Source: an optimization exercise on an open RTL-to-GDS flow (aim: small area and a short achievable clock period). Production flows keep margins and buffers that such runs may drop. No run shown here included a check of the RTL's function; only the layout flow was run. No activity file was given, so power comes from the tool's default toggle rates.

### flow/config.mk
export PLATFORM = sky130hd
export DESIGN_NAME = FloatingPoint_Multiplier_Complete
export DESIGN_NICKNAME = FloatingPoint_Multiplier_Complete
export VERILOG_FILES = /design/flow/design.v
export SDC_FILE = /design/flow/constraint.sdc
export NUM_CORES = 4
export LEC_CHECK = 0
export ABC_CLOCK_PERIOD_IN_PS = 2500
export CAP_MARGIN = 20
export CORE_MARGIN = 2
export CORE_UTILIZATION = 70
export CTS_BUF_LIST = sky130_fd_sc_hd__clkbuf_8
export SETUP_SLACK_MARGIN = 4.0
export SLEW_MARGIN = 20
### flow/flow/run.sh
#!/bin/bash
# Own layout flow: the standard flow (standard.sh) with two changes:
#  - synthesis runs Yosys's synth without its generic "abc -fast" pass
#    (-noabc), so the full adders written in the RTL reach extract_fa as
#    written instead of being remapped first; everything else in
#    synth_recipe.tcl (flatten, renames, registers) is unchanged;
#  - port buffers use the buffer cell named in flow/ports.txt.
# Each tool's output is in the ORFS logs under orfs/logs; make's own output
# goes to flow.log here.
set -euo pipefail
here=$(pwd)
first=$(head -n 1 synth_recipe.tcl)
if [[ "$first" != 'proc synth {args} { yosys synth -nofsm -noshare {*}$args }' ]]; then
  echo "unexpected first line of synth_recipe.tcl: $first" >&2
  exit 1
fi
{ echo 'proc synth {args} { yosys synth -nofsm -noshare -noabc {*}$args }'; tail -n +2 synth_recipe.tcl; } > own_synth.tcl
buf=$(tr -d ' \n' < flow/ports.txt)
sed -e "s#SYNTH_SCRIPT=[^ ]*#SYNTH_SCRIPT=$here/own_synth.tcl 'BUFFER_PORTS_ARGS=-buffer_cell $buf'#" standard.sh > own_standard.sh
grep -q own_synth.tcl own_standard.sh
bash own_standard.sh > flow.log 2>&1
### flow/constraint.sdc
create_clock -name core_clock -period 7.5 [get_ports {clk}]
set_input_delay 1.5000 -clock core_clock [delete_from_list [all_inputs] [get_ports {clk}]]
set_output_delay 1.5000 -clock core_clock [all_outputs]
set_load 0.01 [all_outputs]
### flow/design.v
`timescale 1ns/1ps
module FloatingPoint_Multiplier_Complete (
    input wire         clk,
    input wire         rst,
    input  wire [15:0] a,
    input  wire [15:0] b,
    output reg  [15:0] result,
    output reg         overflow,
    output reg         underflow
);
    wire es_g0 = a[10] & b[10];
    wire es_p0 = a[10] ^ b[10];
    wire es_g1 = a[11] & b[11];
    wire es_p1 = a[11] ^ b[11];
    wire es_g2 = a[12] & b[12];
    wire es_p2 = a[12] ^ b[12];
    wire es_g3 = a[13] & b[13];
    wire es_p3 = a[13] ^ b[13];
    wire es_g4 = a[14] & b[14];
    wire es_p4 = a[14] ^ b[14];
    wire es_G0_1 = es_g1 | (es_p1 & es_g0);
    wire es_P0_1 = es_p1 & es_p0;
    wire es_G0_2 = es_g2 | (es_p2 & es_g1);
    wire es_P0_2 = es_p2 & es_p1;
    wire es_G0_3 = es_g3 | (es_p3 & es_g2);
    wire es_P0_3 = es_p3 & es_p2;
    wire es_G0_4 = es_g4 | (es_p4 & es_g3);
    wire es_P0_4 = es_p4 & es_p3;
    wire es_G1_2 = es_G0_2 | (es_P0_2 & es_g0);
    wire es_P1_2 = es_P0_2 & es_p0;
    wire es_G1_3 = es_G0_3 | (es_P0_3 & es_G0_1);
    wire es_P1_3 = es_P0_3 & es_P0_1;
    wire es_G1_4 = es_G0_4 | (es_P0_4 & es_G0_2);
    wire es_P1_4 = es_P0_4 & es_P0_2;
    wire es_G2_4 = es_G1_4 | (es_P1_4 & es_g0);
    wire es_P2_4 = es_P1_4 & es_p0;
    wire es_s1 = es_p1 ^ es_g0;
    wire es_s2 = es_p2 ^ es_G0_1;
    wire es_s3 = es_p3 ^ es_G1_2;
    wire es_s4 = es_p4 ^ es_G1_3;
    reg        r1_sign, r1_ha;
    reg  [5:0] r1_es;    
    reg  [9:0] r1_ma;
    reg  [5:0] r1_one, r1_two;    
    reg  [4:0] r1_neg;
    wire [12:0] yb = {2'b00, b[14:10] != 5'd0, b[9:0]};
    always @(posedge clk) begin
        r1_sign <= a[15] ^ b[15];
        r1_es   <= ((a[14:0] == 15'd0) | (b[14:0] == 15'd0)) ? 6'h3f : {es_G2_4, es_s4, es_s3, es_s2, es_s1, es_p0};
        r1_ha   <= a[14:10] != 5'd0;
        r1_ma   <= a[9:0];
        r1_one[0] <= yb[0] ^ 1'b0;
        r1_two[0] <= (yb[1] & ~yb[0] & ~1'b0) | (~yb[1] & yb[0] & 1'b0);
        r1_neg[0] <= yb[1];
        r1_one[1] <= yb[2] ^ yb[1];
        r1_two[1] <= (yb[3] & ~yb[2] & ~yb[1]) | (~yb[3] & yb[2] & yb[1]);
        r1_neg[1] <= yb[3];
        r1_one[2] <= yb[4] ^ yb[3];
        r1_two[2] <= (yb[5] & ~yb[4] & ~yb[3]) | (~yb[5] & yb[4] & yb[3]);
        r1_neg[2] <= yb[5];
        r1_one[3] <= yb[6] ^ yb[5];
        r1_two[3] <= (yb[7] & ~yb[6] & ~yb[5]) | (~yb[7] & yb[6] & yb[5]);
        r1_neg[3] <= yb[7];
        r1_one[4] <= yb[8] ^ yb[7];
        r1_two[4] <= (yb[9] & ~yb[8] & ~yb[7]) | (~yb[9] & yb[8] & yb[7]);
        r1_neg[4] <= yb[9];
        r1_one[5] <= yb[10] ^ yb[9];
        r1_two[5] <= (yb[11] & ~yb[10] & ~yb[9]) | (~yb[11] & yb[10] & yb[9]);
    end
    wire [10:0] mx = {r1_ha, r1_ma};
    wire bp0_0 = ((r1_one[0] & mx[0])) ^ r1_neg[0];
    wire bp0_1 = ((r1_one[0] & mx[1]) | (r1_two[0] & mx[0])) ^ r1_neg[0];
    wire bp0_2 = ((r1_one[0] & mx[2]) | (r1_two[0] & mx[1])) ^ r1_neg[0];
    wire bp0_3 = ((r1_one[0] & mx[3]) | (r1_two[0] & mx[2])) ^ r1_neg[0];
    wire bp0_4 = ((r1_one[0] & mx[4]) | (r1_two[0] & mx[3])) ^ r1_neg[0];
    wire bp0_5 = ((r1_one[0] & mx[5]) | (r1_two[0] & mx[4])) ^ r1_neg[0];
    wire bp0_6 = ((r1_one[0] & mx[6]) | (r1_two[0] & mx[5])) ^ r1_neg[0];
    wire bp0_7 = ((r1_one[0] & mx[7]) | (r1_two[0] & mx[6])) ^ r1_neg[0];
    wire bp0_8 = ((r1_one[0] & mx[8]) | (r1_two[0] & mx[7])) ^ r1_neg[0];
    wire bp0_9 = ((r1_one[0] & mx[9]) | (r1_two[0] & mx[8])) ^ r1_neg[0];
    wire bp0_10 = ((r1_one[0] & mx[10]) | (r1_two[0] & mx[9])) ^ r1_neg[0];
    wire bp0_11 = ((r1_two[0] & mx[10])) ^ r1_neg[0];
    wire bp1_0 = ((r1_one[1] & mx[0])) ^ r1_neg[1];
    wire bp1_1 = ((r1_one[1] & mx[1]) | (r1_two[1] & mx[0])) ^ r1_neg[1];
    wire bp1_2 = ((r1_one[1] & mx[2]) | (r1_two[1] & mx[1])) ^ r1_neg[1];
    wire bp1_3 = ((r1_one[1] & mx[3]) | (r1_two[1] & mx[2])) ^ r1_neg[1];
    wire bp1_4 = ((r1_one[1] & mx[4]) | (r1_two[1] & mx[3])) ^ r1_neg[1];
    wire bp1_5 = ((r1_one[1] & mx[5]) | (r1_two[1] & mx[4])) ^ r1_neg[1];
    wire bp1_6 = ((r1_one[1] & mx[6]) | (r1_two[1] & mx[5])) ^ r1_neg[1];
    wire bp1_7 = ((r1_one[1] & mx[7]) | (r1_two[1] & mx[6])) ^ r1_neg[1];
    wire bp1_8 = ((r1_one[1] & mx[8]) | (r1_two[1] & mx[7])) ^ r1_neg[1];
    wire bp1_9 = ((r1_one[1] & mx[9]) | (r1_two[1] & mx[8])) ^ r1_neg[1];
    wire bp1_10 = ((r1_one[1] & mx[10]) | (r1_two[1] & mx[9])) ^ r1_neg[1];
    wire bp1_11 = ((r1_two[1] & mx[10])) ^ r1_neg[1];
    wire bp2_0 = ((r1_one[2] & mx[0])) ^ r1_neg[2];
    wire bp2_1 = ((r1_one[2] & mx[1]) | (r1_two[2] & mx[0])) ^ r1_neg[2];
    wire bp2_2 = ((r1_one[2] & mx[2]) | (r1_two[2] & mx[1])) ^ r1_neg[2];
    wire bp2_3 = ((r1_one[2] & mx[3]) | (r1_two[2] & mx[2])) ^ r1_neg[2];
    wire bp2_4 = ((r1_one[2] & mx[4]) | (r1_two[2] & mx[3])) ^ r1_neg[2];
    wire bp2_5 = ((r1_one[2] & mx[5]) | (r1_two[2] & mx[4])) ^ r1_neg[2];
    wire bp2_6 = ((r1_one[2] & mx[6]) | (r1_two[2] & mx[5])) ^ r1_neg[2];
    wire bp2_7 = ((r1_one[2] & mx[7]) | (r1_two[2] & mx[6])) ^ r1_neg[2];
    wire bp2_8 = ((r1_one[2] & mx[8]) | (r1_two[2] & mx[7])) ^ r1_neg[2];
    wire bp2_9 = ((r1_one[2] & mx[9]) | (r1_two[2] & mx[8])) ^ r1_neg[2];
    wire bp2_10 = ((r1_one[2] & mx[10]) | (r1_two[2] & mx[9])) ^ r1_neg[2];
    wire bp2_11 = ((r1_two[2] & mx[10])) ^ r1_neg[2];
    wire bp3_0 = ((r1_one[3] & mx[0])) ^ r1_neg[3];
    wire bp3_1 = ((r1_one[3] & mx[1]) | (r1_two[3] & mx[0])) ^ r1_neg[3];
    wire bp3_2 = ((r1_one[3] & mx[2]) | (r1_two[3] & mx[1])) ^ r1_neg[3];
    wire bp3_3 = ((r1_one[3] & mx[3]) | (r1_two[3] & mx[2])) ^ r1_neg[3];
    wire bp3_4 = ((r1_one[3] & mx[4]) | (r1_two[3] & mx[3])) ^ r1_neg[3];
    wire bp3_5 = ((r1_one[3] & mx[5]) | (r1_two[3] & mx[4])) ^ r1_neg[3];
    wire bp3_6 = ((r1_one[3] & mx[6]) | (r1_two[3] & mx[5])) ^ r1_neg[3];
    wire bp3_7 = ((r1_one[3] & mx[7]) | (r1_two[3] & mx[6])) ^ r1_neg[3];
    wire bp3_8 = ((r1_one[3] & mx[8]) | (r1_two[3] & mx[7])) ^ r1_neg[3];
    wire bp3_9 = ((r1_one[3] & mx[9]) | (r1_two[3] & mx[8])) ^ r1_neg[3];
    wire bp3_10 = ((r1_one[3] & mx[10]) | (r1_two[3] & mx[9])) ^ r1_neg[3];
    wire bp3_11 = ((r1_two[3] & mx[10])) ^ r1_neg[3];
    wire bp4_0 = ((r1_one[4] & mx[0])) ^ r1_neg[4];
    wire bp4_1 = ((r1_one[4] & mx[1]) | (r1_two[4] & mx[0])) ^ r1_neg[4];
    wire bp4_2 = ((r1_one[4] & mx[2]) | (r1_two[4] & mx[1])) ^ r1_neg[4];
    wire bp4_3 = ((r1_one[4] & mx[3]) | (r1_two[4] & mx[2])) ^ r1_neg[4];
    wire bp4_4 = ((r1_one[4] & mx[4]) | (r1_two[4] & mx[3])) ^ r1_neg[4];
    wire bp4_5 = ((r1_one[4] & mx[5]) | (r1_two[4] & mx[4])) ^ r1_neg[4];
    wire bp4_6 = ((r1_one[4] & mx[6]) | (r1_two[4] & mx[5])) ^ r1_neg[4];
    wire bp4_7 = ((r1_one[4] & mx[7]) | (r1_two[4] & mx[6])) ^ r1_neg[4];
    wire bp4_8 = ((r1_one[4] & mx[8]) | (r1_two[4] & mx[7])) ^ r1_neg[4];
    wire bp4_9 = ((r1_one[4] & mx[9]) | (r1_two[4] & mx[8])) ^ r1_neg[4];
    wire bp4_10 = ((r1_one[4] & mx[10]) | (r1_two[4] & mx[9])) ^ r1_neg[4];
    wire bp4_11 = ((r1_two[4] & mx[10])) ^ r1_neg[4];
    wire bp5_0 = (r1_one[5] & mx[0]);
    wire bp5_1 = (r1_one[5] & mx[1]) | (r1_two[5] & mx[0]);
    wire bp5_2 = (r1_one[5] & mx[2]) | (r1_two[5] & mx[1]);
    wire bp5_3 = (r1_one[5] & mx[3]) | (r1_two[5] & mx[2]);
    wire bp5_4 = (r1_one[5] & mx[4]) | (r1_two[5] & mx[3]);
    wire bp5_5 = (r1_one[5] & mx[5]) | (r1_two[5] & mx[4]);
    wire bp5_6 = (r1_one[5] & mx[6]) | (r1_two[5] & mx[5]);
    wire bp5_7 = (r1_one[5] & mx[7]) | (r1_two[5] & mx[6]);
    wire bp5_8 = (r1_one[5] & mx[8]) | (r1_two[5] & mx[7]);
    wire bp5_9 = (r1_one[5] & mx[9]) | (r1_two[5] & mx[8]);
    wire bp5_10 = (r1_one[5] & mx[10]) | (r1_two[5] & mx[9]);
    wire bp5_11 = (r1_two[5] & mx[10]);
    wire hs0 = r1_neg[3] ^ bp0_6;
    wire hc0 = r1_neg[3] & bp0_6;
    wire hs1 = bp0_7 ^ bp1_5;
    wire hc1 = bp0_7 & bp1_5;
    wire fs0 = r1_neg[4] ^ bp0_8 ^ bp1_6;
    wire fc0 = (r1_neg[4] & bp0_8) | (r1_neg[4] & bp1_6) | (bp0_8 & bp1_6);
    wire hs2 = bp2_4 ^ bp3_2;
    wire hc2 = bp2_4 & bp3_2;
    wire fs1 = bp0_9 ^ bp1_7 ^ bp2_5;
    wire fc1 = (bp0_9 & bp1_7) | (bp0_9 & bp2_5) | (bp1_7 & bp2_5);
    wire hs3 = bp3_3 ^ bp4_1;
    wire hc3 = bp3_3 & bp4_1;
    wire fs2 = bp0_10 ^ bp1_8 ^ bp2_6;
    wire fc2 = (bp0_10 & bp1_8) | (bp0_10 & bp2_6) | (bp1_8 & bp2_6);
    wire fs3 = bp3_4 ^ bp4_2 ^ bp5_0;
    wire fc3 = (bp3_4 & bp4_2) | (bp3_4 & bp5_0) | (bp4_2 & bp5_0);
    wire fs4 = bp0_11 ^ bp1_9 ^ bp2_7;
    wire fc4 = (bp0_11 & bp1_9) | (bp0_11 & bp2_7) | (bp1_9 & bp2_7);
    wire fs5 = bp3_5 ^ bp4_3 ^ bp5_1;
    wire fc5 = (bp3_5 & bp4_3) | (bp3_5 & bp5_1) | (bp4_3 & bp5_1);
    wire fs6 = r1_neg[0] ^ bp1_10 ^ bp2_8;
    wire fc6 = (r1_neg[0] & bp1_10) | (r1_neg[0] & bp2_8) | (bp1_10 & bp2_8);
    wire fs7 = bp3_6 ^ bp4_4 ^ bp5_2;
    wire fc7 = (bp3_6 & bp4_4) | (bp3_6 & bp5_2) | (bp4_4 & bp5_2);
    wire fs8 = r1_neg[0] ^ bp1_11 ^ bp2_9;
    wire fc8 = (r1_neg[0] & bp1_11) | (r1_neg[0] & bp2_9) | (bp1_11 & bp2_9);
    wire fs9 = bp3_7 ^ bp4_5 ^ bp5_3;
    wire fc9 = (bp3_7 & bp4_5) | (bp3_7 & bp5_3) | (bp4_5 & bp5_3);
    wire fs10 = ~r1_neg[0] ^ ~r1_neg[1] ^ bp2_10;
    wire fc10 = (~r1_neg[0] & ~r1_neg[1]) | (~r1_neg[0] & bp2_10) | (~r1_neg[1] & bp2_10);
    wire fs11 = bp3_8 ^ bp4_6 ^ bp5_4;
    wire fc11 = (bp3_8 & bp4_6) | (bp3_8 & bp5_4) | (bp4_6 & bp5_4);
    wire fs12 = 1'b1 ^ bp2_11 ^ bp3_9;
    wire fc12 = (1'b1 & bp2_11) | (1'b1 & bp3_9) | (bp2_11 & bp3_9);
    wire hs4 = bp4_7 ^ bp5_5;
    wire hc4 = bp4_7 & bp5_5;
    wire fs13 = ~r1_neg[2] ^ bp3_10 ^ bp4_8;
    wire fc13 = (~r1_neg[2] & bp3_10) | (~r1_neg[2] & bp4_8) | (bp3_10 & bp4_8);
    wire hs5 = 1'b1 ^ bp3_11;
    wire hc5 = 1'b1 & bp3_11;
    wire hs6 = r1_neg[2] ^ bp0_4;
    wire hc6 = r1_neg[2] & bp0_4;
    wire hs7 = bp0_5 ^ bp1_3;
    wire hc7 = bp0_5 & bp1_3;
    wire fs14 = bp1_4 ^ bp2_2 ^ bp3_0;
    wire fc14 = (bp1_4 & bp2_2) | (bp1_4 & bp3_0) | (bp2_2 & bp3_0);
    wire fs15 = bp2_3 ^ bp3_1 ^ hc0;
    wire fc15 = (bp2_3 & bp3_1) | (bp2_3 & hc0) | (bp3_1 & hc0);
    wire fs16 = bp4_0 ^ hc1 ^ hs2;
    wire fc16 = (bp4_0 & hc1) | (bp4_0 & hs2) | (hc1 & hs2);
    wire fs17 = hc2 ^ hs3 ^ fc0;
    wire fc17 = (hc2 & hs3) | (hc2 & fc0) | (hs3 & fc0);
    wire fs18 = hc3 ^ fc1 ^ fs2;
    wire fc18 = (hc3 & fc1) | (hc3 & fs2) | (fc1 & fs2);
    wire fs19 = fc2 ^ fc3 ^ fs4;
    wire fc19 = (fc2 & fc3) | (fc2 & fs4) | (fc3 & fs4);
    wire fs20 = fc4 ^ fc5 ^ fs6;
    wire fc20 = (fc4 & fc5) | (fc4 & fs6) | (fc5 & fs6);
    wire fs21 = fc6 ^ fc7 ^ fs8;
    wire fc21 = (fc6 & fc7) | (fc6 & fs8) | (fc7 & fs8);
    wire fs22 = fc8 ^ fc9 ^ fs10;
    wire fc22 = (fc8 & fc9) | (fc8 & fs10) | (fc9 & fs10);
    wire fs23 = hs4 ^ fc10 ^ fc11;
    wire fc23 = (hs4 & fc10) | (hs4 & fc11) | (fc10 & fc11);
    wire fs24 = bp5_6 ^ hc4 ^ fc12;
    wire fc24 = (bp5_6 & hc4) | (bp5_6 & fc12) | (hc4 & fc12);
    wire fs25 = bp4_9 ^ bp5_7 ^ hs5;
    wire fc25 = (bp4_9 & bp5_7) | (bp4_9 & hs5) | (bp5_7 & hs5);
    wire fs26 = ~r1_neg[3] ^ bp4_10 ^ bp5_8;
    wire fc26 = (~r1_neg[3] & bp4_10) | (~r1_neg[3] & bp5_8) | (bp4_10 & bp5_8);
    wire hs8 = 1'b1 ^ bp4_11;
    wire hc8 = 1'b1 & bp4_11;
    wire hs9 = r1_neg[1] ^ bp0_2;
    wire hc9 = r1_neg[1] & bp0_2;
    wire hs10 = bp0_3 ^ bp1_1;
    wire hc10 = bp0_3 & bp1_1;
    wire fs27 = bp1_2 ^ bp2_0 ^ hs6;
    wire fc27 = (bp1_2 & bp2_0) | (bp1_2 & hs6) | (bp2_0 & hs6);
    wire fs28 = bp2_1 ^ hc6 ^ hs7;
    wire fc28 = (bp2_1 & hc6) | (bp2_1 & hs7) | (hc6 & hs7);
    wire fs29 = hc7 ^ hs0 ^ fs14;
    wire fc29 = (hc7 & hs0) | (hc7 & fs14) | (hs0 & fs14);
    wire fs30 = hs1 ^ fc14 ^ fs15;
    wire fc30 = (hs1 & fc14) | (hs1 & fs15) | (fc14 & fs15);
    wire fs31 = fs0 ^ fc15 ^ fs16;
    wire fc31 = (fs0 & fc15) | (fs0 & fs16) | (fc15 & fs16);
    wire fs32 = fs1 ^ fc16 ^ fs17;
    wire fc32 = (fs1 & fc16) | (fs1 & fs17) | (fc16 & fs17);
    wire fs33 = fs3 ^ fc17 ^ fs18;
    wire fc33 = (fs3 & fc17) | (fs3 & fs18) | (fc17 & fs18);
    wire fs34 = fs5 ^ fc18 ^ fs19;
    wire fc34 = (fs5 & fc18) | (fs5 & fs19) | (fc18 & fs19);
    wire fs35 = fs7 ^ fc19 ^ fs20;
    wire fc35 = (fs7 & fc19) | (fs7 & fs20) | (fc19 & fs20);
    wire fs36 = fs9 ^ fc20 ^ fs21;
    wire fc36 = (fs9 & fc20) | (fs9 & fs21) | (fc20 & fs21);
    wire fs37 = fs11 ^ fc21 ^ fs22;
    wire fc37 = (fs11 & fc21) | (fs11 & fs22) | (fc21 & fs22);
    wire fs38 = fs12 ^ fc22 ^ fs23;
    wire fc38 = (fs12 & fc22) | (fs12 & fs23) | (fc22 & fs23);
    wire fs39 = fs13 ^ fc23 ^ fs24;
    wire fc39 = (fs13 & fc23) | (fs13 & fs24) | (fc23 & fs24);
    wire fs40 = fc13 ^ fc24 ^ fs25;
    wire fc40 = (fc13 & fc24) | (fc13 & fs25) | (fc24 & fs25);
    wire fs41 = hc5 ^ fs26 ^ fc25;
    wire fc41 = (hc5 & fs26) | (hc5 & fc25) | (fs26 & fc25);
    wire fs42 = bp5_9 ^ hs8 ^ fc26;
    wire fc42 = (bp5_9 & hs8) | (bp5_9 & fc26) | (hs8 & fc26);
    wire fs43 = ~r1_neg[4] ^ bp5_10 ^ hc8;
    wire fc43 = (~r1_neg[4] & bp5_10) | (~r1_neg[4] & hc8) | (bp5_10 & hc8);
    wire hs11 = 1'b1 ^ bp5_11;
    wire lo_g0 = r1_neg[0] & bp0_0;
    wire lo_p0 = r1_neg[0] ^ bp0_0;
    wire lo_g2 = bp1_0 & hs9;
    wire lo_p2 = bp1_0 ^ hs9;
    wire lo_g3 = hc9 & hs10;
    wire lo_p3 = hc9 ^ hs10;
    wire lo_g4 = hc10 & fs27;
    wire lo_p4 = hc10 ^ fs27;
    wire lo_g5 = fc27 & fs28;
    wire lo_p5 = fc27 ^ fs28;
    wire lo_g6 = fc28 & fs29;
    wire lo_p6 = fc28 ^ fs29;
    wire lo_g7 = fc29 & fs30;
    wire lo_p7 = fc29 ^ fs30;
    wire lo_g8 = fc30 & fs31;
    wire lo_p8 = fc30 ^ fs31;
    wire lo_G0_1 = (bp0_1 & lo_g0);
    wire lo_P0_1 = bp0_1 & lo_p0;
    wire lo_G0_2 = lo_g2;
    wire lo_P0_2 = lo_p2 & bp0_1;
    wire lo_G0_3 = lo_g3 | (lo_p3 & lo_g2);
    wire lo_P0_3 = lo_p3 & lo_p2;
    wire lo_G0_4 = lo_g4 | (lo_p4 & lo_g3);
    wire lo_P0_4 = lo_p4 & lo_p3;
    wire lo_G0_5 = lo_g5 | (lo_p5 & lo_g4);
    wire lo_P0_5 = lo_p5 & lo_p4;
    wire lo_G0_6 = lo_g6 | (lo_p6 & lo_g5);
    wire lo_P0_6 = lo_p6 & lo_p5;
    wire lo_G0_7 = lo_g7 | (lo_p7 & lo_g6);
    wire lo_P0_7 = lo_p7 & lo_p6;
    wire lo_G0_8 = lo_g8 | (lo_p8 & lo_g7);
    wire lo_P0_8 = lo_p8 & lo_p7;
    wire lo_G1_2 = lo_G0_2 | (lo_P0_2 & lo_g0);
    wire lo_P1_2 = lo_P0_2 & lo_p0;
    wire lo_G1_3 = lo_G0_3 | (lo_P0_3 & lo_G0_1);
    wire lo_P1_3 = lo_P0_3 & lo_P0_1;
    wire lo_G1_4 = lo_G0_4 | (lo_P0_4 & lo_G0_2);
    wire lo_P1_4 = lo_P0_4 & lo_P0_2;
    wire lo_G1_5 = lo_G0_5 | (lo_P0_5 & lo_G0_3);
    wire lo_P1_5 = lo_P0_5 & lo_P0_3;
    wire lo_G1_6 = lo_G0_6 | (lo_P0_6 & lo_G0_4);
    wire lo_P1_6 = lo_P0_6 & lo_P0_4;
    wire lo_G1_7 = lo_G0_7 | (lo_P0_7 & lo_G0_5);
    wire lo_P1_7 = lo_P0_7 & lo_P0_5;
    wire lo_G1_8 = lo_G0_8 | (lo_P0_8 & lo_G0_6);
    wire lo_P1_8 = lo_P0_8 & lo_P0_6;
    wire lo_G2_4 = lo_G1_4 | (lo_P1_4 & lo_g0);
    wire lo_P2_4 = lo_P1_4 & lo_p0;
    wire lo_G2_5 = lo_G1_5 | (lo_P1_5 & lo_G0_1);
    wire lo_P2_5 = lo_P1_5 & lo_P0_1;
    wire lo_G2_6 = lo_G1_6 | (lo_P1_6 & lo_G1_2);
    wire lo_P2_6 = lo_P1_6 & lo_P1_2;
    wire lo_G2_7 = lo_G1_7 | (lo_P1_7 & lo_G1_3);
    wire lo_P2_7 = lo_P1_7 & lo_P1_3;
    wire lo_G2_8 = lo_G1_8 | (lo_P1_8 & lo_G1_4);
    wire lo_P2_8 = lo_P1_8 & lo_P1_4;
    wire lo_G3_8 = lo_G2_8 | (lo_P2_8 & lo_g0);
    wire lo_P3_8 = lo_P2_8 & lo_p0;
    wire lo_s1 = bp0_1 ^ lo_g0;
    wire lo_s2 = lo_p2 ^ lo_G0_1;
    wire lo_s3 = lo_p3 ^ lo_G1_2;
    wire lo_s4 = lo_p4 ^ lo_G1_3;
    wire lo_s5 = lo_p5 ^ lo_G2_4;
    wire lo_s6 = lo_p6 ^ lo_G2_5;
    wire lo_s7 = lo_p7 ^ lo_G2_6;
    wire lo_s8 = lo_p8 ^ lo_G2_7;
    wire [8:0] nlo = {lo_s8, lo_s7, lo_s6, lo_s5, lo_s4, lo_s3, lo_s2, lo_s1, lo_p0};
    wire zq0 = ~(r1_neg[0] ^ bp0_0);
    wire zq1 = ~(bp0_1 ^ (r1_neg[0] | bp0_0));
    wire zq2 = ~((bp1_0 ^ hs9) ^ bp0_1);
    wire zq3 = ~((hc9 ^ hs10) ^ (bp1_0 | hs9));
    wire zq4 = ~((hc10 ^ fs27) ^ (hc9 | hs10));
    wire zq5 = ~((fc27 ^ fs28) ^ (hc10 | fs27));
    wire zq6 = ~((fc28 ^ fs29) ^ (fc27 | fs28));
    wire zq7 = ~((fc29 ^ fs30) ^ (fc28 | fs29));
    wire zq8 = ~((fc30 ^ fs31) ^ (fc29 | fs30));
    wire zq9 = ~((fc31 ^ fs32) ^ (fc30 | fs31));
    wire zr1 = ~(bp0_1 ^ (r1_neg[0] & bp0_0));
    wire z08 = zq0 & zq1 & zq2 & zq3 & zq4 & zq5 & zq6 & zq7 & zq8;    
    wire z19 = zr1 & zq2 & zq3 & zq4 & zq5 & zq6 & zq7 & zq8 & zq9;    
    reg [21:9] r2_a;
    reg [21:9] r2_b;
    reg        r2_cin;
    reg        r2_zA;
    reg        r2_zB;
    reg        r2_z0c;
    reg        r2_z1c;
    reg        r2_sign;
    reg  [5:0] r2_es;
    always @(posedge clk) begin
        r2_cin <= lo_G3_8;
        r2_zA <= zq2 & zq3 & zq4 & zq5;
        r2_zB <= zq6 & zq7 & zq8;
        r2_z0c <= zq0 & zq1;
        r2_z1c <= zr1 & zq9;
        r2_a[9] <= fc31;
        r2_b[9] <= fs32;
        r2_a[10] <= fc32;
        r2_b[10] <= fs33;
        r2_a[11] <= fc33;
        r2_b[11] <= fs34;
        r2_a[12] <= fc34;
        r2_b[12] <= fs35;
        r2_a[13] <= fc35;
        r2_b[13] <= fs36;
        r2_a[14] <= fc36;
        r2_b[14] <= fs37;
        r2_a[15] <= fs38;
        r2_b[15] <= fc37;
        r2_a[16] <= fc38;
        r2_b[16] <= fs39;
        r2_a[17] <= fc39;
        r2_b[17] <= fs40;
        r2_a[18] <= fc40;
        r2_b[18] <= fs41;
        r2_a[19] <= fs42;
        r2_b[19] <= fc41;
        r2_a[20] <= fs43;
        r2_b[20] <= fc42;
        r2_a[21] <= hs11;
        r2_b[21] <= fc43;
        r2_sign <= r1_sign;
        r2_es <= r1_es;
    end
    wire hi_g0 = r2_a[9] & r2_b[9];
    wire hi_p0 = r2_a[9] ^ r2_b[9];
    wire hi_g1 = r2_a[10] & r2_b[10];
    wire hi_p1 = r2_a[10] ^ r2_b[10];
    wire hi_g2 = r2_a[11] & r2_b[11];
    wire hi_p2 = r2_a[11] ^ r2_b[11];
    wire hi_g3 = r2_a[12] & r2_b[12];
    wire hi_p3 = r2_a[12] ^ r2_b[12];
    wire hi_g4 = r2_a[13] & r2_b[13];
    wire hi_p4 = r2_a[13] ^ r2_b[13];
    wire hi_g5 = r2_a[14] & r2_b[14];
    wire hi_p5 = r2_a[14] ^ r2_b[14];
    wire hi_g6 = r2_a[15] & r2_b[15];
    wire hi_p6 = r2_a[15] ^ r2_b[15];
    wire hi_g7 = r2_a[16] & r2_b[16];
    wire hi_p7 = r2_a[16] ^ r2_b[16];
    wire hi_g8 = r2_a[17] & r2_b[17];
    wire hi_p8 = r2_a[17] ^ r2_b[17];
    wire hi_g9 = r2_a[18] & r2_b[18];
    wire hi_p9 = r2_a[18] ^ r2_b[18];
    wire hi_g10 = r2_a[19] & r2_b[19];
    wire hi_p10 = r2_a[19] ^ r2_b[19];
    wire hi_g11 = r2_a[20] & r2_b[20];
    wire hi_p11 = r2_a[20] ^ r2_b[20];
    wire hi_g12 = r2_a[21] & r2_b[21];
    wire hi_p12 = r2_a[21] ^ r2_b[21];
    wire hi_G0_1 = hi_g1 | (hi_p1 & hi_g0);
    wire hi_P0_1 = hi_p1 & hi_p0;
    wire hi_G0_2 = hi_g2 | (hi_p2 & hi_g1);
    wire hi_P0_2 = hi_p2 & hi_p1;
    wire hi_G0_3 = hi_g3 | (hi_p3 & hi_g2);
    wire hi_P0_3 = hi_p3 & hi_p2;
    wire hi_G0_4 = hi_g4 | (hi_p4 & hi_g3);
    wire hi_P0_4 = hi_p4 & hi_p3;
    wire hi_G0_5 = hi_g5 | (hi_p5 & hi_g4);
    wire hi_P0_5 = hi_p5 & hi_p4;
    wire hi_G0_6 = hi_g6 | (hi_p6 & hi_g5);
    wire hi_P0_6 = hi_p6 & hi_p5;
    wire hi_G0_7 = hi_g7 | (hi_p7 & hi_g6);
    wire hi_P0_7 = hi_p7 & hi_p6;
    wire hi_G0_8 = hi_g8 | (hi_p8 & hi_g7);
    wire hi_P0_8 = hi_p8 & hi_p7;
    wire hi_G0_9 = hi_g9 | (hi_p9 & hi_g8);
    wire hi_P0_9 = hi_p9 & hi_p8;
    wire hi_G0_10 = hi_g10 | (hi_p10 & hi_g9);
    wire hi_P0_10 = hi_p10 & hi_p9;
    wire hi_G0_11 = hi_g11 | (hi_p11 & hi_g10);
    wire hi_P0_11 = hi_p11 & hi_p10;
    wire hi_G0_12 = hi_g12 | (hi_p12 & hi_g11);
    wire hi_P0_12 = hi_p12 & hi_p11;
    wire hi_G1_2 = hi_G0_2 | (hi_P0_2 & hi_g0);
    wire hi_P1_2 = hi_P0_2 & hi_p0;
    wire hi_G1_3 = hi_G0_3 | (hi_P0_3 & hi_G0_1);
    wire hi_P1_3 = hi_P0_3 & hi_P0_1;
    wire hi_G1_4 = hi_G0_4 | (hi_P0_4 & hi_G0_2);
    wire hi_P1_4 = hi_P0_4 & hi_P0_2;
    wire hi_G1_5 = hi_G0_5 | (hi_P0_5 & hi_G0_3);
    wire hi_P1_5 = hi_P0_5 & hi_P0_3;
    wire hi_G1_6 = hi_G0_6 | (hi_P0_6 & hi_G0_4);
    wire hi_P1_6 = hi_P0_6 & hi_P0_4;
    wire hi_G1_7 = hi_G0_7 | (hi_P0_7 & hi_G0_5);
    wire hi_P1_7 = hi_P0_7 & hi_P0_5;
    wire hi_G1_8 = hi_G0_8 | (hi_P0_8 & hi_G0_6);
    wire hi_P1_8 = hi_P0_8 & hi_P0_6;
    wire hi_G1_9 = hi_G0_9 | (hi_P0_9 & hi_G0_7);
    wire hi_P1_9 = hi_P0_9 & hi_P0_7;
    wire hi_G1_10 = hi_G0_10 | (hi_P0_10 & hi_G0_8);
    wire hi_P1_10 = hi_P0_10 & hi_P0_8;
    wire hi_G1_11 = hi_G0_11 | (hi_P0_11 & hi_G0_9);
    wire hi_P1_11 = hi_P0_11 & hi_P0_9;
    wire hi_G1_12 = hi_G0_12 | (hi_P0_12 & hi_G0_10);
    wire hi_P1_12 = hi_P0_12 & hi_P0_10;
    wire hi_G2_4 = hi_G1_4 | (hi_P1_4 & hi_g0);
    wire hi_P2_4 = hi_P1_4 & hi_p0;
    wire hi_G2_5 = hi_G1_5 | (hi_P1_5 & hi_G0_1);
    wire hi_P2_5 = hi_P1_5 & hi_P0_1;
    wire hi_G2_6 = hi_G1_6 | (hi_P1_6 & hi_G1_2);
    wire hi_P2_6 = hi_P1_6 & hi_P1_2;
    wire hi_G2_7 = hi_G1_7 | (hi_P1_7 & hi_G1_3);
    wire hi_P2_7 = hi_P1_7 & hi_P1_3;
    wire hi_G2_8 = hi_G1_8 | (hi_P1_8 & hi_G1_4);
    wire hi_P2_8 = hi_P1_8 & hi_P1_4;
    wire hi_G2_9 = hi_G1_9 | (hi_P1_9 & hi_G1_5);
    wire hi_P2_9 = hi_P1_9 & hi_P1_5;
    wire hi_G2_10 = hi_G1_10 | (hi_P1_10 & hi_G1_6);
    wire hi_P2_10 = hi_P1_10 & hi_P1_6;
    wire hi_G2_11 = hi_G1_11 | (hi_P1_11 & hi_G1_7);
    wire hi_P2_11 = hi_P1_11 & hi_P1_7;
    wire hi_G2_12 = hi_G1_12 | (hi_P1_12 & hi_G1_8);
    wire hi_P2_12 = hi_P1_12 & hi_P1_8;
    wire hi_G3_8 = hi_G2_8 | (hi_P2_8 & hi_g0);
    wire hi_P3_8 = hi_P2_8 & hi_p0;
    wire hi_G3_9 = hi_G2_9 | (hi_P2_9 & hi_G0_1);
    wire hi_P3_9 = hi_P2_9 & hi_P0_1;
    wire hi_G3_10 = hi_G2_10 | (hi_P2_10 & hi_G1_2);
    wire hi_P3_10 = hi_P2_10 & hi_P1_2;
    wire hi_G3_11 = hi_G2_11 | (hi_P2_11 & hi_G1_3);
    wire hi_P3_11 = hi_P2_11 & hi_P1_3;
    wire hi_G3_12 = hi_G2_12 | (hi_P2_12 & hi_G2_4);
    wire hi_P3_12 = hi_P2_12 & hi_P2_4;
    wire hi_s0 = hi_p0 ^ r2_cin;
    wire hi_C1 = hi_g0 | (hi_p0 & r2_cin);
    wire hi_s1 = hi_p1 ^ hi_C1;
    wire hi_C2 = hi_G0_1 | (hi_P0_1 & r2_cin);
    wire hi_s2 = hi_p2 ^ hi_C2;
    wire hi_C3 = hi_G1_2 | (hi_P1_2 & r2_cin);
    wire hi_s3 = hi_p3 ^ hi_C3;
    wire hi_C4 = hi_G1_3 | (hi_P1_3 & r2_cin);
    wire hi_s4 = hi_p4 ^ hi_C4;
    wire hi_C5 = hi_G2_4 | (hi_P2_4 & r2_cin);
    wire hi_s5 = hi_p5 ^ hi_C5;
    wire hi_C6 = hi_G2_5 | (hi_P2_5 & r2_cin);
    wire hi_s6 = hi_p6 ^ hi_C6;
    wire hi_C7 = hi_G2_6 | (hi_P2_6 & r2_cin);
    wire hi_s7 = hi_p7 ^ hi_C7;
    wire hi_C8 = hi_G2_7 | (hi_P2_7 & r2_cin);
    wire hi_s8 = hi_p8 ^ hi_C8;
    wire hi_C9 = hi_G3_8 | (hi_P3_8 & r2_cin);
    wire hi_s9 = hi_p9 ^ hi_C9;
    wire hi_C10 = hi_G3_9 | (hi_P3_9 & r2_cin);
    wire hi_s10 = hi_p10 ^ hi_C10;
    wire hi_C11 = hi_G3_10 | (hi_P3_10 & r2_cin);
    wire hi_s11 = hi_p11 ^ hi_C11;
    wire hi_C12 = hi_G3_11 | (hi_P3_11 & r2_cin);
    wire hi_s12 = hi_p12 ^ hi_C12;
    wire hi_C13 = hi_G3_12 | (hi_P3_12 & r2_cin);
    wire tie0 = hi_s0 & r2_zA & r2_zB & r2_z0c;
    wire tie1 = hi_s1 & r2_zA & r2_zB & r2_z1c;
    wire r0_a0_1 = hi_s1 & hi_s0;
    wire r0_a0_2 = hi_s2 & hi_s1;
    wire r0_a0_3 = hi_s3 & hi_s2;
    wire r0_a0_4 = hi_s4 & hi_s3;
    wire r0_a0_5 = hi_s5 & hi_s4;
    wire r0_a0_6 = hi_s6 & hi_s5;
    wire r0_a0_7 = hi_s7 & hi_s6;
    wire r0_a0_8 = hi_s8 & hi_s7;
    wire r0_a0_9 = hi_s9 & hi_s8;
    wire r0_a0_10 = hi_s10 & hi_s9;
    wire r0_a0_11 = hi_s11 & hi_s10;
    wire r0_a1_2 = r0_a0_2 & hi_s0;
    wire r0_a1_3 = r0_a0_3 & r0_a0_1;
    wire r0_a1_4 = r0_a0_4 & r0_a0_2;
    wire r0_a1_5 = r0_a0_5 & r0_a0_3;
    wire r0_a1_6 = r0_a0_6 & r0_a0_4;
    wire r0_a1_7 = r0_a0_7 & r0_a0_5;
    wire r0_a1_8 = r0_a0_8 & r0_a0_6;
    wire r0_a1_9 = r0_a0_9 & r0_a0_7;
    wire r0_a1_10 = r0_a0_10 & r0_a0_8;
    wire r0_a1_11 = r0_a0_11 & r0_a0_9;
    wire r0_a2_4 = r0_a1_4 & hi_s0;
    wire r0_a2_5 = r0_a1_5 & r0_a0_1;
    wire r0_a2_6 = r0_a1_6 & r0_a1_2;
    wire r0_a2_7 = r0_a1_7 & r0_a1_3;
    wire r0_a2_8 = r0_a1_8 & r0_a1_4;
    wire r0_a2_9 = r0_a1_9 & r0_a1_5;
    wire r0_a2_10 = r0_a1_10 & r0_a1_6;
    wire r0_a2_11 = r0_a1_11 & r0_a1_7;
    wire r0_a3_8 = r0_a2_8 & hi_s0;
    wire r0_a3_9 = r0_a2_9 & r0_a0_1;
    wire r0_a3_10 = r0_a2_10 & r0_a1_2;
    wire r0_a3_11 = r0_a2_11 & r0_a1_3;
    wire r0_0 = hi_s1 ^ hi_s0;
    wire r0_1 = hi_s2 ^ r0_a0_1;
    wire r0_2 = hi_s3 ^ r0_a1_2;
    wire r0_3 = hi_s4 ^ r0_a1_3;
    wire r0_4 = hi_s5 ^ r0_a2_4;
    wire r0_5 = hi_s6 ^ r0_a2_5;
    wire r0_6 = hi_s7 ^ r0_a2_6;
    wire r0_7 = hi_s8 ^ r0_a2_7;
    wire r0_8 = hi_s9 ^ r0_a3_8;
    wire r0_9 = hi_s10 ^ r0_a3_9;
    wire r0_10 = hi_s11 ^ r0_a3_10;
    wire c9 = r2_cin;
    wire ones920 = ((r2_a[9] ^ r2_b[9]) ^ c9) & ((r2_a[9] & r2_b[9]) ^ (r2_a[10] ^ r2_b[10])) & ((r2_a[10] & r2_b[10]) ^ (r2_a[11] ^ r2_b[11])) & ((r2_a[11] & r2_b[11]) ^ (r2_a[12] ^ r2_b[12])) & ((r2_a[12] & r2_b[12]) ^ (r2_a[13] ^ r2_b[13])) & ((r2_a[13] & r2_b[13]) ^ (r2_a[14] ^ r2_b[14])) & ((r2_a[14] & r2_b[14]) ^ (r2_a[15] ^ r2_b[15])) & ((r2_a[15] & r2_b[15]) ^ (r2_a[16] ^ r2_b[16])) & ((r2_a[16] & r2_b[16]) ^ (r2_a[17] ^ r2_b[17])) & ((r2_a[17] & r2_b[17]) ^ (r2_a[18] ^ r2_b[18])) & ((r2_a[18] & r2_b[18]) ^ (r2_a[19] ^ r2_b[19])) & ((r2_a[19] & r2_b[19]) ^ (r2_a[20] ^ r2_b[20]));
    wire r0_top = hi_s12 | ones920;    
    wire r1_a0_1 = hi_s2 & hi_s1;
    wire r1_a0_2 = hi_s3 & hi_s2;
    wire r1_a0_3 = hi_s4 & hi_s3;
    wire r1_a0_4 = hi_s5 & hi_s4;
    wire r1_a0_5 = hi_s6 & hi_s5;
    wire r1_a0_6 = hi_s7 & hi_s6;
    wire r1_a0_7 = hi_s8 & hi_s7;
    wire r1_a0_8 = hi_s9 & hi_s8;
    wire r1_a0_9 = hi_s10 & hi_s9;
    wire r1_a0_10 = hi_s11 & hi_s10;
    wire r1_a1_2 = r1_a0_2 & hi_s1;
    wire r1_a1_3 = r1_a0_3 & r1_a0_1;
    wire r1_a1_4 = r1_a0_4 & r1_a0_2;
    wire r1_a1_5 = r1_a0_5 & r1_a0_3;
    wire r1_a1_6 = r1_a0_6 & r1_a0_4;
    wire r1_a1_7 = r1_a0_7 & r1_a0_5;
    wire r1_a1_8 = r1_a0_8 & r1_a0_6;
    wire r1_a1_9 = r1_a0_9 & r1_a0_7;
    wire r1_a1_10 = r1_a0_10 & r1_a0_8;
    wire r1_a2_4 = r1_a1_4 & hi_s1;
    wire r1_a2_5 = r1_a1_5 & r1_a0_1;
    wire r1_a2_6 = r1_a1_6 & r1_a1_2;
    wire r1_a2_7 = r1_a1_7 & r1_a1_3;
    wire r1_a2_8 = r1_a1_8 & r1_a1_4;
    wire r1_a2_9 = r1_a1_9 & r1_a1_5;
    wire r1_a2_10 = r1_a1_10 & r1_a1_6;
    wire r1_a3_8 = r1_a2_8 & hi_s1;
    wire r1_a3_9 = r1_a2_9 & r1_a0_1;
    wire r1_a3_10 = r1_a2_10 & r1_a1_2;
    wire r1_0 = hi_s2 ^ hi_s1;
    wire r1_1 = hi_s3 ^ r1_a0_1;
    wire r1_2 = hi_s4 ^ r1_a1_2;
    wire r1_3 = hi_s5 ^ r1_a1_3;
    wire r1_4 = hi_s6 ^ r1_a2_4;
    wire r1_5 = hi_s7 ^ r1_a2_5;
    wire r1_6 = hi_s8 ^ r1_a2_6;
    wire r1_7 = hi_s9 ^ r1_a2_7;
    wire r1_8 = hi_s10 ^ r1_a3_8;
    wire r1_9 = hi_s11 ^ r1_a3_9;
    wire [9:0] mant0 = {r0_9, r0_8, r0_7, r0_6, r0_5, r0_4, r0_3, r0_2, r0_1, r0_0} & ~{9'd0, tie0};
    wire [9:0] mant1 = {r1_9, r1_8, r1_7, r1_6, r1_5, r1_4, r1_3, r1_2, r1_1, r1_0} & ~{9'd0, tie1};
    wire [9:0] mant  = r0_top ? mant1 : mant0;
    wire       r2_zero = &r2_es;
    wire       ovf0 = r2_es >= 6'd46;
    wire       ovf1 = r2_es >= 6'd45;
    wire       unf0 = r2_es <= 6'd15;
    wire       unf1 = r2_es <= 6'd14;
    wire [4:0] ef0  = r2_es[4:0] + 5'd17;
    wire [4:0] ef1  = r2_es[4:0] + 5'd18;
    wire       ovf  = r0_top ? ovf1 : ovf0;
    wire       unf  = r0_top ? unf1 : unf0;
    wire [4:0] ef   = r0_top ? ef1 : ef0;
    reg        r3_nz, r3_ovf, r3_unf;    
    reg [15:0] r3_val;
    always @(posedge clk or posedge rst) begin
        if (rst) begin
            r3_nz  <= 1'b0;
            r3_ovf <= 1'b0;
            r3_unf <= 1'b0;
            r3_val <= 16'd0;
        end else begin
            r3_nz  <= ~r2_zero & ~ovf & ~unf;
            r3_ovf <= ~r2_zero & ovf;
            r3_unf <= ~r2_zero & ~ovf & unf;
            r3_val <= {r2_sign, ef, mant};
        end
    end
    always @(*) begin
        result    = r3_nz ? r3_val : (r3_ovf ? 16'h7F80 : 16'd0);
        overflow  = r3_ovf;
        underflow = r3_unf;
    end
endmodule
### flow/flow/ports.txt
sky130_fd_sc_hd__buf_1
### flow/standard.sh
#!/bin/bash
# synth_recipe.tcl (not shown) runs the flow's synth.tcl, then flattens the netlist and writes it again
# the make line also repeats each setting of config.mk as NAME=value (left out here)
make -C /OpenROAD-flow-scripts/flow DESIGN_CONFIG=/design/flow/config.mk WORK_HOME=/design/flow/orfs CLKGATE_MAP_FILE= SYNTH_SCRIPT=/design/flow/synth_recipe.tcl "${@:-finish}"
==> results of run 1 <==
## routing by layer
layer	track usage (%)	vias to the layer above	part of all wire, %
met1	35.7	2329	42
met2	48.2	148	50
met5	0	-	0
met4	10.3	0	1.8
li1	-	2203	-
met3	5.34	21	5.5
## synth_stat cells (4+ instances only)
master	number	area, um2
nor2_1	14	52.6
a22o_1	7	61.3
xor2_1	29	254
a21oi_1	11	55.1
fa_1	56	1120
nand3_1	8	40.0
nor2b_1	6	37.5
mux2i_1	5	50.1
a22oi_1	53	398
nand2_1	50	188
and2_1	13	81.3
inv_1	38	143
nor4_1	9	56.3
xor2_2	4	65.1
nand4_1	10	62.6
xnor2_1	74	648
nand2b_1	7	43.8
nor3_1	7	35.0
buf_1	5	18.8
o21bai_1	4	30.0
dfxtp_1	73	1460
clkbuf_1	26	97.6
o21ai_0	17	85.1
ha_1	54	676
a31oi_1	5	31.3
dfrtp_1	19	475
## final cells by class
cell class	instances	area, um2
well taps	111	139
fillers	670	2230
flip-flops and latches	92	1940
repair buffers	51	191
multi-input cells	470	4320
inverters	38	143
clock buffers	9	124
clock inverters	7	66.3
## logic make-up after synthesis
family,count (synthesis),share of synthesized area (%)
xor gates and xnor gates,107,14.8
and+or+nand+nor,135,10.4
adders and majority gates,110,27.6
AOI/OAI and AO/OA,112,12.5
buffers and inverters,70,4.05
DFF,92,29.7
muxes,6,0.941
## power groups by stage
| stage | Clock [mW] | Sequential (mW) | Combinational, mW |
|---|---|---|---|
| floorplan | 0 | 0.733 | 1.53 |
| global placement | 0 | 0.781 | 1.82 |
| detailed placement | 0 | 0.787 | 1.91 |
| CTS | 0.332 | 0.776 | 1.93 |
| global route | 0.352 | 0.797 | 2.17 |
| finish | 0.323 | 0.777 | 1.92 |
## registers in the layout, indices dropped and copies added (netlist names)
| signal | flops |
|---|---|
| r2_z1c | 1 |
| r2_a | 13 |
| r2_es | 6 |
| r1_ha | 1 |
| r1_one | 6 |
| r1_es | 6 |
| r1_sign | 1 |
| r1_neg | 5 |
| r2_z0c | 1 |
| r2_zB | 1 |
| r3_ovf | 1 |
| r2_b | 13 |
| r2_zA | 1 |
| r3_nz | 1 |
| r1_ma | 10 |
| r2_sign | 1 |
| r2_cin | 1 |
| r3_unf | 1 |
| r3_val | 16 |
| r1_two | 6 |
## what timing repair did
item / in CTS / in global routing
hold buffers: 0 / 0
gates resized for setup: 1 / 0
endpoints found under the setup margin: 1 / 0
## path summary, 6_finish.rpt
check / startpoint / to / slack, ns
max: r2_a[10] / r3_val[9] / 4.18
max in group asynchronous: rst / r3_val[12] / 5.87
min: r1_es[4] / r2_es[4] / 0.34
min in group asynchronous: rst / r3_val[15] / 1.19
min reg2reg: r1_es[4] / r2_es[4] / 0.34
max reg2reg: r2_a[10] / r3_val[9] / 4.18
==> impl_metrics.toml, run 1 <==
[cells_and_area]
utilization_pct = 75.6
final_area_mm2 = 0.00692
final_common_cell = "xnor2_1"
instances_no_fill = 778
num_antenna_cells = 0
layout_common_cells = "xnor2_1, dfxtp_1, fa_1, ha_1, a22oi_1"
syn2layout_area_growth_pct = 6.20
fin_nets = 806
drive_gt1_share_pct = 4.50

[sta]
skew_ns = 0.0185
hold_viol = 0
setup_viol_count_final = 0
fin_crit_sh_pct = 44.3
max-slew-margin-rel_pct = 38.7
drv_slew = 0
fmax_mhz = 301
holdWs_ns = 0.336
tns_ns = 0
min_period_ns = 3.32
worst_pin_slew_ns = 0.894
rsz0062_at_grt = "no"
setup_slack_ns = 4.18

[detailed_routing]
wl_per_cell_um = 16.6
vias_per_cell = 6.04
drtPass1Iterations = 5
vias = 4701
final_antenna_net_count = 0
first_iter_violations = 275
drc = 0
drt-total-wl_um = 12900

[worst_setup_path]
crit_slowest_cell = "or4_1"
path_buf_inv = 0
path_delay_family = "simple AND/OR/NAND/NOR gates"
reg2regPathDepth = 9
crit_fanout = 10
critical-path-max-stage-delay_ns = 0.59
crit_type = "reg -> reg"
startpoint_type = "flip-flop"
crit_chain = "ha_1 -> fa_1 -> a211oi_2 -> nor2_1 -> xor2_2 -> nand4_1 -> or4_1 -> or4_1 -> nand4_1"
critPathArrivalTime_ns = 3.63
cp.depth = 9
end_kind = "flip-flop"
cp_data_required_time_ns = 7.81

[die]
start_util_pct = 71.2
die_x_um = 100
rows = 35
ios = 52
dieArea_mm2 = 0.0101
coreArea_mm2 = 0.00915
die_y_um = 100

[logic_synthesis]
synth_seq_area_share_pct = 29.7
synth_fp_nets = 776
async_flop_share_pct = 20.7
syn_area_per_cell_um2 = 10.3
synth_edf_count = 0
synthCells = 632
ys_warn_count = 1
synth-seq-cells = 92
synth_area_mm2 = 0.00651
yosys_most_used_dff = "dfxtp_1"
synth_cell_types = 45

[status]
status = "complete, no violations"

[run]
maxCapViolations = 0

[power_and_ir_drop]
power_frac_comb_pct = 63.6
clkPwrFrac_pct = 10.7
p_leak_nw = 2.89
p_per_area_mw_per_mm2 = 437
internal_power_mw = 1.60
p_sw_mw = 1.42
seqPwrFrac_pct = 25.7
swShare_pct = 47.1
ir_worst_vdd_mv = 0.275
power_mw = 3.02

[placement]
place_area_mm2 = 0.00672
io_buffers = 51
dpl.hpwl_um = 10000
gp_congestion = 0.870
post-place-ws_ns = 4.01
place_inst = 762

[clock_network]
clk_pin_slew_worst_paths_ns = 0.10
clk-insertion-delay-late_ns = 0.38
root_buffer = "clkbuf_8"
clock_path_buffers = 2
htree_levels = 3
post-cts-setup-buffers = 0
cts_inserted_buffers = 9
cts_tree = "done"
clock-sinks = 92

[grt]
grt_max_degree = 22
grt_pass1_wl_um = 22200
antenna_found_initial = 0
grt_pass1_vias = 4912
grt_overflow = 0
grt_use_total_pct = 28.1

[min_path]
worstHoldPathCells = 0
hp-class = "reg -> reg"
==> run 2, diff against run 1 <==
--- a/flow/config.mk
+++ b/flow/config.mk
@@ -8,7 +8,7 @@
 export ABC_CLOCK_PERIOD_IN_PS = 2500
 export CAP_MARGIN = 20
 export CORE_MARGIN = 2
-export CORE_UTILIZATION = 70
+export CORE_UTILIZATION = 55
 export CTS_BUF_LIST = sky130_fd_sc_hd__clkbuf_8
-export SETUP_SLACK_MARGIN = 4.0
+export SETUP_SLACK_MARGIN = 4.5
 export SLEW_MARGIN = 20
==> run 2 against run 1 <==
Compared with the run above: global-route usage fell by 5.8 points; critical path depth stayed put; sequential share of layout area shrank 0.96 points; total power grew 11%; clock power grew about 20%; first-iteration DRC count up 13%; register-to-register slack better by 0.30 ns; synthesized cell count stayed put; design area is 5.0% higher; worst hold slack got worse by 0.0041 ns; sequential power hardly changed; combinational power increased by 15%.
==> impl_metrics.toml, run 2 <==
[status]
status = "complete, no violations"

[placement]
gp_congestion = 0.828
dpl.hpwl_um = 9910
io_buffers = 51
place_inst = 794

[detailed_routing]
vias_per_cell = 5.56
final_antenna_net_count = 0
drc = 0
vias = 4572
drt-total-wl_um = 13100
wl_per_cell_um = 16.0
first_iter_violations = 310
drtPass1Iterations = 4

[min_path]
hp-class = "reg -> reg"
worstHoldPathCells = 0
min_to = "r2_es[4]"
hp-start = "r1_es[4]"

[clock_network]
cts_inserted_buffers = 9
clock_path_buffers = 2
clk-insertion-delay-late_ns = 0.39
clock-sinks = 92
cts_tree = "done"
root_buffer = "clkbuf_8"
htree_levels = 3
clk_pin_slew_worst_paths_ns = 0.09

[die]
rows = 39
start_util_pct = 56.8
die_x_um = 113
coreArea_mm2 = 0.0115
ios = 52
die_y_um = 113
dieArea_mm2 = 0.0127

[grt]
grt_overflow = 0
grt_use_total_pct = 22.3
antenna_found_initial = 0
grt_pass1_wl_um = 22600
grt_max_degree = 22
grt_pass1_vias = 4738

[logic_synthesis]
yosysTopAreaCell = "dfxtp_1"
synth_seq_area_share_pct = 29.7
synth_edf_count = 0
synth_area_leaders = "dfxtp_1, fa_1, ha_1, xnor2_1, dfrtp_1"
synth_commonest_cells = "xnor2_1, dfxtp_1, fa_1"
async_flop_share_pct = 20.7
yosysMostFrequentCell = "xnor2_1"
synth_fp_nets = 776
synthCells = 632
synth_area_mm2 = 0.00651
yosys_most_used_dff = "dfxtp_1"
ys_warn_count = 1
syn_area_per_cell_um2 = 10.3
synth-seq-cells = 92
synth_top_cell_area_share_pct = 22.4
synth_cell_types = 45

[sta]
worst_pin_slew_ns = 0.697
holdWs_ns = 0.331
skew_ns = 0.0148
tns_ns = 0
fin_crit_sh_pct = 40.3
min_period_ns = 3.02
drv_slew = 0
setup_viol_count_final = 0
max-slew-margin-rel_pct = 53.5
fmax_mhz = 331
hold_viol = 0
rsz0062_at_grt = "yes"

[worst_setup_path]
startpoint_type = "flip-flop"
r2r_end = "r3_val[9]"
cp_common_cell = "nand4_1"
crit_type = "reg -> reg"
critPathArrivalTime_ns = 3.34
crit_fanout = 3
critical-path-max-stage-delay_ns = 0.58
reg2reg_slack_ns = 4.48
crit_slowest_cell = "or4_4"
reg2regPathDepth = 9
crit_chain = "ha_1 -> fa_1 -> a211oi_4 -> o31ai_4 -> xor2_2 -> nand4_1 -> or4_4 -> or4_1 -> nand4_1"
r2r-start = "r2_a[10]"
cp_data_required_time_ns = 7.82
end_kind = "flip-flop"

[cells_and_area]
layout_common_cells = "xnor2_1, a22oi_1, fa_1, ha_1, dfxtp_1"
top_register = "r3_val"
utilization_pct = 63.3
top_regs = "r3_val (16), r2_a (13), r2_b (13)"
syn2layout_area_growth_pct = 11.5
num_antenna_cells = 0
drive_gt1_share_pct = 11.9
largest_reg_flops = 16
fin_nets = 818
instances_no_fill = 822
final_common_cell = "xnor2_1"

[power_and_ir_drop]
p_per_area_mw_per_mm2 = 463
ir_worst_vdd_mv = 0.431
p_leak_nw = 3.00

[run]
maxCapViolations = 0
## run 2: cell counts after synthesis
No cell type changed its count.
## run 2: worst max-delay path by stage
stage / from / endpoint
after global routing: r2_a[11] / r3_val[9]
after global placement: r2_a[10] / r3_val[9]
after CTS: r2_a[10] / r3_val[9]
after detailed placement: r2_a[10] / r3_val[9]
final: r2_a[10] / r3_val[9]
after floorplan: r2_a[10] / r3_val[9]
## run 2: cell type report
cell class	count	area (um2)
clock inverters	5	83.8
flip-flops and latches	92	1960
inverters	38	143
well taps	143	179
repair buffers	63	282
fillers	963	4200
multi-input cells	470	4460
clock buffers	11	151
## run 2: worst max-delay path: cells and delay by family (launching register included)
| kind | cells | cell delay (ns) |
|---|---|---|
| xor+xnor | 1 | 0.19 |
| simple gates | 4 | 1.31 |
| flops | 1 | 0.35 |
| compound gates | 2 | 0.47 |
| fa+ha+maj | 2 | 0.65 |
## run 2: report_power, final
group	switching, mW	internal (mW)	leakage [nW]
registers	0.126	0.653	0.840
clock network	0.181	0.208	0.123
logic	1.20	0.998	2.04
total	1.51	1.86	3.00
## run 2: kinds of logic (layout without fill, tap and decap cells)
group	count (synthesis)	count (layout)	synth area share, %
simple gates	135	135	10.4
compound gates	112	112	12.5
fa+ha+maj	110	110	27.6
xor+xnor	107	107	14.8
flops	92	92	29.7
buf+inv	70	117	4.05
mux	6	6	0.941
## run 2: what timing repair did
item	4_1_cts	5_1_grt
pin swaps	2	10
hold buffers	0	0
endpoints found under the setup margin	17	18
setup buffers	3	9
resized for setup	12	35
## run 2: per-stage QoR
stage                     total power, mW  instance area, um2  setup slack, ns
after floorplan                      2.27                6520             4.52
final                                3.36                7260             4.48
after CTS                            3.18                7080             4.43
after global placement               2.64                6770             4.36
after detailed placement             2.67                6770             4.24
after global routing                 3.69                7260             4.41
## run 2: metal layers
metal	GRT usage, %	vias to the layer above	part of all wire (%)
met5	0	-	0
met4	7.80	0	1.7
met3	4.45	16	4.4
met2	37.2	98	49
met1	29.1	2244	45
li1	-	2214	-

what the ideal ports hide:
No port has a modelled driver above. Below, the same layouts with a new extraction and two added sets of constraints. Step 1 (the two cells are an assumption about what drives the block):
set clk [get_ports {clk}]
set_driving_cell -lib_cell sky130_fd_sc_hd__clkbuf_16 $clk
set_driving_cell -lib_cell sky130_fd_sc_hd__buf_2 [delete_from_list [all_inputs] $clk]
Step 2 moves the port delays by t, midway between the first and last clock arrival at a register: inputs arrive t later, outputs are due t later. That takes back most of the time a late clock gives input paths. Slacks: ideal ports / drivers / drivers and shift; pairs: ideal ports / drivers.
| run | t (ns) | setup WS [ns] | worst setup path after step 2 | pins driven straight from the clock port |
|---|---|---|---|---|
| run 1 | 0.402 | 4.180 / 4.180 / 4.180 | register to register | 1 |
| run 2 | 0.414 | 4.478 / 4.478 / 4.478 | register to register | 1 |
After both steps setup and hold are still met in every run listed.
